Background: an optimization exercise with open tools, aiming at small area and a short achievable clock period. Do not read the settings as production practice.
The RTL was checked by simulation tests, not by an equivalence proof against the original design.
Power is estimated from default activity; no workload was simulated.

==> delta: inputs <==
Design alu_top, start of the top module:
module alu_top (
    input             clk,
    input      [7:0]  a_in,
    input      [7:0]  b_in,
    input      [3:0]  command_in,
    input             oe,
    output reg [15:0] d_out
);
    reg [7:0] a_q, b_q;
    reg [3:0] cmd_q;
    reg       oe_q;
    wire [15:0] alu_out;
    always @(posedge clk) begin
        a_q   <= a_in;
        b_q   <= b_in;
        cmd_q <= command_in;
        oe_q  <= oe;
        d_out <= alu_out;
    end
    alu u_alu (.a_in(a_q), .b_in(b_q), .command_in(cmd_q), .oe(oe_q), .d_out(alu_out));
endmodule
==> module alu, before the edit <==
module alu ( input [7:0]a_in,b_in,input [3:0]command_in,input oe,output [15:0]d_out);
	parameter 	ADD = 4'b0000,
				INC = 4'b0001,
				SUB =  4'b0010,
				DEC = 4'b0011,
				MUL = 4'b0100,
				DIV = 4'b0101,
				SHL = 4'b0110,
				SHR = 4'b0111,
				AND = 4'b1000,
				OR = 4'b1001,
				INV = 4'b1010,
				NAND = 4'b1011,
				NOR = 4'b1100,
				XOR = 4'b1101,
				XNOR = 4'b1110,
				BUF = 4'b1111;
	reg [15:0] out;
	always@(command_in,a_in,b_in)
		begin
			case(command_in)
				ADD : out = a_in+b_in;
				INC : out = a_in+1'b1;
				SUB : out = a_in-b_in;
				DEC : out = a_in-1'b1;
				MUL : out = a_in*b_in;
				DIV : out = (b_in == 8'd0) ? 16'hFFFF : a_in/b_in;
				SHL : out = a_in<<1;
				SHR : out = a_in>>1;
				AND : out = a_in&&b_in;
				OR : out = a_in||b_in;
				INV : out = !(a_in);
				NAND : out = ~(a_in&b_in);
				NOR : out = ~(a_in|b_in);
				XOR : out = a_in^b_in;
				XNOR : out = a_in~^b_in;
				BUF : out = a_in;
			endcase
		end
	assign d_out = (oe) ? out : 16'h0000;
endmodule  
==> flow/config.mk <==
export PLATFORM = sky130hd
export DESIGN_NAME = alu_top
export DESIGN_NICKNAME = alu_top
export VERILOG_FILES = /design/flow/design.v
export SDC_FILE = /design/flow/constraint.sdc
export NUM_CORES = 4
export LEC_CHECK = 0
export CAP_MARGIN = 20
export CORE_MARGIN = 2
export CORE_UTILIZATION = 40
export SLEW_MARGIN = 20
==> flow/constraint.sdc <==
create_clock -name core_clock -period 24.0 [get_ports {clk}]
set_input_delay 4.8000 -clock core_clock [delete_from_list [all_inputs] [get_ports {clk}]]
set_output_delay 4.8000 -clock core_clock [all_outputs]
set_load 0.01 [all_outputs]
run.sh (not shown) runs the stock make flow with config.mk's settings and CLKGATE_MAP_FILE= SYNTH_SCRIPT=/design/flow/synth_recipe.tcl, a recipe that flattens the netlist after the stock synthesis.
==> inputs of raven, as changes to delta <==
==> flow/design.v (replaced) <==
module alu_top (
    input             clk,
    input      [7:0]  a_in,
    input      [7:0]  b_in,
    input      [3:0]  command_in,
    input             oe,
    output reg [15:0] d_out
);
    reg [7:0] a_q, b_q;
    reg [3:0] cmd_q;
    reg       oe_q;
    wire [15:0] alu_out;
    always @(posedge clk) begin
        a_q   <= a_in;
        b_q   <= b_in;
        cmd_q <= command_in;
        oe_q  <= oe;
        d_out <= alu_out;
    end
    alu u_alu (.a_in(a_q), .b_in(b_q), .command_in(cmd_q), .oe(oe_q), .d_out(alu_out));
endmodule

module alu ( input [7:0]a_in,b_in,input [3:0]command_in,input oe,output [15:0]d_out);
	wire [15:0] prod;
	wire [7:0] q;
	mul u_mul (.a(a_in), .b(b_in), .p(prod));
	div u_div (.a(a_in), .b(b_in), .q(q));
	wire [7:0] a = a_in;
	wire [7:0] b = b_in;
	wire [3:0] c = command_in;
	wire [15:0] dc = 16'd1 << c;
	wire t00 = dc[2] | dc[3] | dc[11] | dc[12] | dc[14];
	wire t01 = dc[0] | dc[3] | dc[11] | dc[13];
	wire t10 = dc[2] | dc[3] | dc[6] | dc[12] | dc[14];
	wire t11 = dc[0] | dc[3] | dc[6] | dc[11] | dc[12] | dc[13];
	wire cen = dc[0] | dc[1] | dc[2] | dc[3] | dc[6];
	wire cin = dc[1] | dc[2];
	wire [7:0] y;
	genvar k;
	generate
		for (k = 0; k < 8; k = k + 1) begin : g_y
			assign y[k] = a[k] ? (b[k] ? t11 : t10) : (b[k] ? t01 : t00);
		end
	endgenerate
	wire [8:0] full = {1'b0, a} + {1'b0, y} + {8'd0, cin};
	wire [7:0] sum = cen ? full[7:0] : (a ^ y);
	wire [8:0] cy = {full[8], 8'd0};
	wire bz = ~(|b);
	wire az = ~(|a);
	wire s_sum = oe & (dc[0] | dc[1] | dc[2] | dc[3] | dc[6] | dc[11] | dc[12] | dc[13] | dc[14] | dc[15]);
	wire s_co  = oe & (dc[0] | dc[1] | dc[6]);
	wire s_sub = oe & (dc[2] | dc[3]);
	wire s_mul = oe & dc[4];
	wire s_div = oe & dc[5];
	wire s_shr = oe & dc[7];
	wire s_ff  = oe & (dc[11] | dc[12] | dc[14]);
	wire hi = s_ff | (s_sub & ~cy[8]) | (s_div & bz);
	wire b0 = oe & ((dc[8] & ~az & ~bz) | (dc[9] & ~(az & bz)) | (dc[10] & az));
	wire [7:0] lo = ({8{s_sum}} & sum) | ({8{s_mul}} & prod[7:0]) | ({8{s_div}} & q)
	              | ({8{s_shr}} & {1'b0, a[7:1]}) | {7'd0, b0};
	assign d_out[7:0] = lo;
	assign d_out[8] = hi | (s_mul & prod[8]) | (s_co & cy[8]);
	assign d_out[15:9] = {7{hi}} | ({7{s_mul}} & prod[15:9]);
endmodule
module fa (input x, y, z, output s, c);
	assign s = x ^ y ^ z;
	assign c = (x & y) | (z & (x ^ y));
endmodule
module ha (input x, y, output s, c);
	assign s = x ^ y;
	assign c = x & y;
endmodule
module mul (input [7:0] a, b, output [15:0] p);
	wire [7:0] pp [0:7];
	genvar i, j;
	generate
		for (i = 0; i < 8; i = i + 1) begin : g_pp
			assign pp[i] = a & {8{b[i]}};
		end
	endgenerate
	wire [6:0] s [1:7];
	wire [6:0] c [1:7];
	generate
		for (j = 0; j < 7; j = j + 1) begin : g_r1
			ha h (.x(pp[0][j+1]), .y(pp[1][j]), .s(s[1][j]), .c(c[1][j]));
		end
		for (i = 2; i < 8; i = i + 1) begin : g_row
			for (j = 0; j < 7; j = j + 1) begin : g_col
				wire top = (j == 6) ? pp[i-1][7] : s[i-1][j+1];
				fa f (.x(top), .y(pp[i][j]), .z(c[i-1][j]), .s(s[i][j]), .c(c[i][j]));
			end
		end
	endgenerate
	assign p[0] = pp[0][0];
	generate
		for (i = 1; i < 8; i = i + 1) begin : g_lo
			assign p[i] = s[i][0];
		end
	endgenerate
	assign p[15:8] = {1'b0, pp[7][7], s[7][6:1]} + {1'b0, c[7][6:0]};
endmodule
module div (input [7:0] a, b, output [7:0] q);
	wire [9:0] b1 = {2'b00, b};
	wire [9:0] b2 = {1'b0, b, 1'b0};
	wire [7:0] rem [0:4];
	assign rem[4] = 8'd0;
	genvar k;
	generate
		for (k = 3; k >= 0; k = k - 1) begin : g_st
			localparam I = 2*k;
			localparam W = 8 - I;
			wire [W-1:0] t;
			if (W == 2) begin : g_t2
				assign t = a[I+1:I];
			end else begin : g_tn
				assign t = {rem[k+1][W-3:0], a[I+1:I]};
			end
			wire f1 = (b <= ((1 << W) - 1));
			wire f2 = (b <= ((1 << W) - 1) / 2);
			wire f3 = (b <= ((1 << W) - 1) / 3);
			wire [W:0] d1 = {1'b0, t} - {1'b0, b1[W-1:0]};
			wire [W:0] d2 = {1'b0, t} - {1'b0, b2[W-1:0]};
			wire [W-1:0] m3 = {b[W-2:0], 1'b0} + b[W-2:0];
			wire [W:0] d3 = {1'b0, t} - {1'b0, m3};
			wire ge1 = ~d1[W] & f1, ge2 = ~d2[W] & f2, ge3 = ~d3[W] & f3;
			assign q[I+1] = ge2;
			assign q[I] = ge3 | (ge1 & ~ge2);
			wire [W-1:0] r = ge3 ? d3[W-1:0] : ge2 ? d2[W-1:0] : ge1 ? d1[W-1:0] : t;
			if (W == 8) begin : g_r8
				assign rem[k] = r;
			end else begin : g_rn
				assign rem[k] = {{(8-W){1'b0}}, r};
			end
		end
	endgenerate
endmodule
==> flow/flow/run.sh (new file) <==
#!/bin/bash
# The standard layout, with the port buffers that global placement inserts
# made of the smallest plain buffer instead of the default choice.
set -euo pipefail
export BUFFER_PORTS_ARGS="-buffer_cell sky130_fd_sc_hd__buf_1"
bash standard.sh finish > standard_flow.log 2>&1
==> flow/standard.sh (new file) <==
#!/bin/bash
# synth_recipe.tcl (not shown) runs the flow's synth.tcl, then flattens the netlist and writes it again
# the make line also repeats each setting of config.mk as NAME=value (left out here)
make -C /OpenROAD-flow-scripts/flow DESIGN_CONFIG=/design/flow/config.mk WORK_HOME=/design/flow/orfs CLKGATE_MAP_FILE= SYNTH_SCRIPT=/design/flow/synth_recipe.tcl "${@:-finish}"
Settings changed: ABC_AREA set to 1, CTS_BUF_LIST set to sky130_fd_sc_hd__clkbuf_8, SLEW_MARGIN 20 to 60.
removed: flow/run.sh
==> results.txt <==
Global-route usage: delta is higher than raven (2.1 points). Utilization: delta is higher than raven (6.2 points). Sequential share of layout area: delta is lower than raven (5.8 points). In delta the maximum frequency is lower than in raven, by 73%. Between raven and delta, the lower worst hold slack is in raven (gap 0.045 ns). Of raven and delta, raven has the higher sequential power (gap 4.0%, measured against delta). delta passed the timing, DRC and antenna checks. raven ran to the end with no violations. In delta the worst setup slack is worse than in raven, by 17 ns. In raven the total power is lower than in delta, by about 80%. Against raven, the synthesized cell count of delta is higher by 61%. In delta the cell area is larger than in raven, by about 90%. Against raven, the via count of delta is larger by 91%.
==> figures <==
Outcome: raven finished clean; delta finished clean
Post-Place Worst Slack: raven 17.74 ns; delta -0.6625 ns
Global-route track usage on met3: raven 2.482%; delta 1.966%
Largest net degree at the start of global routing: raven 19; delta 37
Total length of routed met3 wires: raven 832 um; delta 1.969 mm
Fraction of area in clock buffers and inverters: raven 1.830%; delta 1.195%
Part of the cycle the worst path needs: raven 25.99%; delta 96.32%
WP data required: raven 24.19 ns; delta 24.18 ns
Number of non-clock inverters: raven 142; delta 100
Leakage power of the design: raven 3.431 nW; delta 5.419 nW
Clock-pin slew on the worst setup and hold paths: raven 0.09 ns; delta 0.07 ns
Post-layout instance area: raven 0.006357 mm^2; delta 0.01225 mm^2
Crit path buffers/inverters: raven 4; delta 5
Final weighted congestion in routability-driven placement: raven 0.9201; delta 0.9438
FF-to-FF End: raven d_out[0]; delta d_out[0]
R2R Setup Slk: raven 17.76 ns; delta 0.88 ns
Switching power: raven 0.0001518 W; delta 0.0009883 W
Final #Nets: raven 1019; delta 1652
Fraction of synthesized cell area taken by the top area cell type: raven 20.04%; delta 21.72%
Area of the mapped netlist: raven 0.005868 mm^2; delta 0.009965 mm^2
Die height: raven 125.1 um; delta 161.8 um
Placement Cell Area: raven 0.006238 mm^2; delta 0.01103 mm^2
Sequential fraction of total cell area: raven 11.89%; delta 6.097%

==> afterwards: timing with drivers on the ports <==
The flow's constraints put no driver on any port. The routed layouts listed below were extracted and timed again, unchanged, in two steps. Step 1 (the two cells are an assumption about what drives the block):
set clk [get_ports {clk}]
set_driving_cell -lib_cell sky130_fd_sc_hd__clkbuf_16 $clk
set_driving_cell -lib_cell sky130_fd_sc_hd__buf_2 [delete_from_list [all_inputs] $clk]
Step 2 adds t to the input delays and takes it off the output delays; t is the mean of the earliest and latest rising clock arrival at the registers after step 1. Input paths then give back, and output paths get back, about the clock's delay inside the block. Three values: ideal, step 1, step 2; two values: the first two.
| run | shift t [ns] | setup slack, ns | worst setup path after step 2 | worst register clock-pin slew, ns | worst slew at a driven data input, ns |
|---|---|---|---|---|---|
| delta | 0.338 | 0.882 / 0.882 / 0.882 | register to register | 0.07 / 0.07 | 0.04 |
| raven | 0.348 | 17.762 / 17.762 / 17.762 | register to register | 0.09 / 0.09 | 0.03 |
After both steps setup and hold are still met in every run listed.
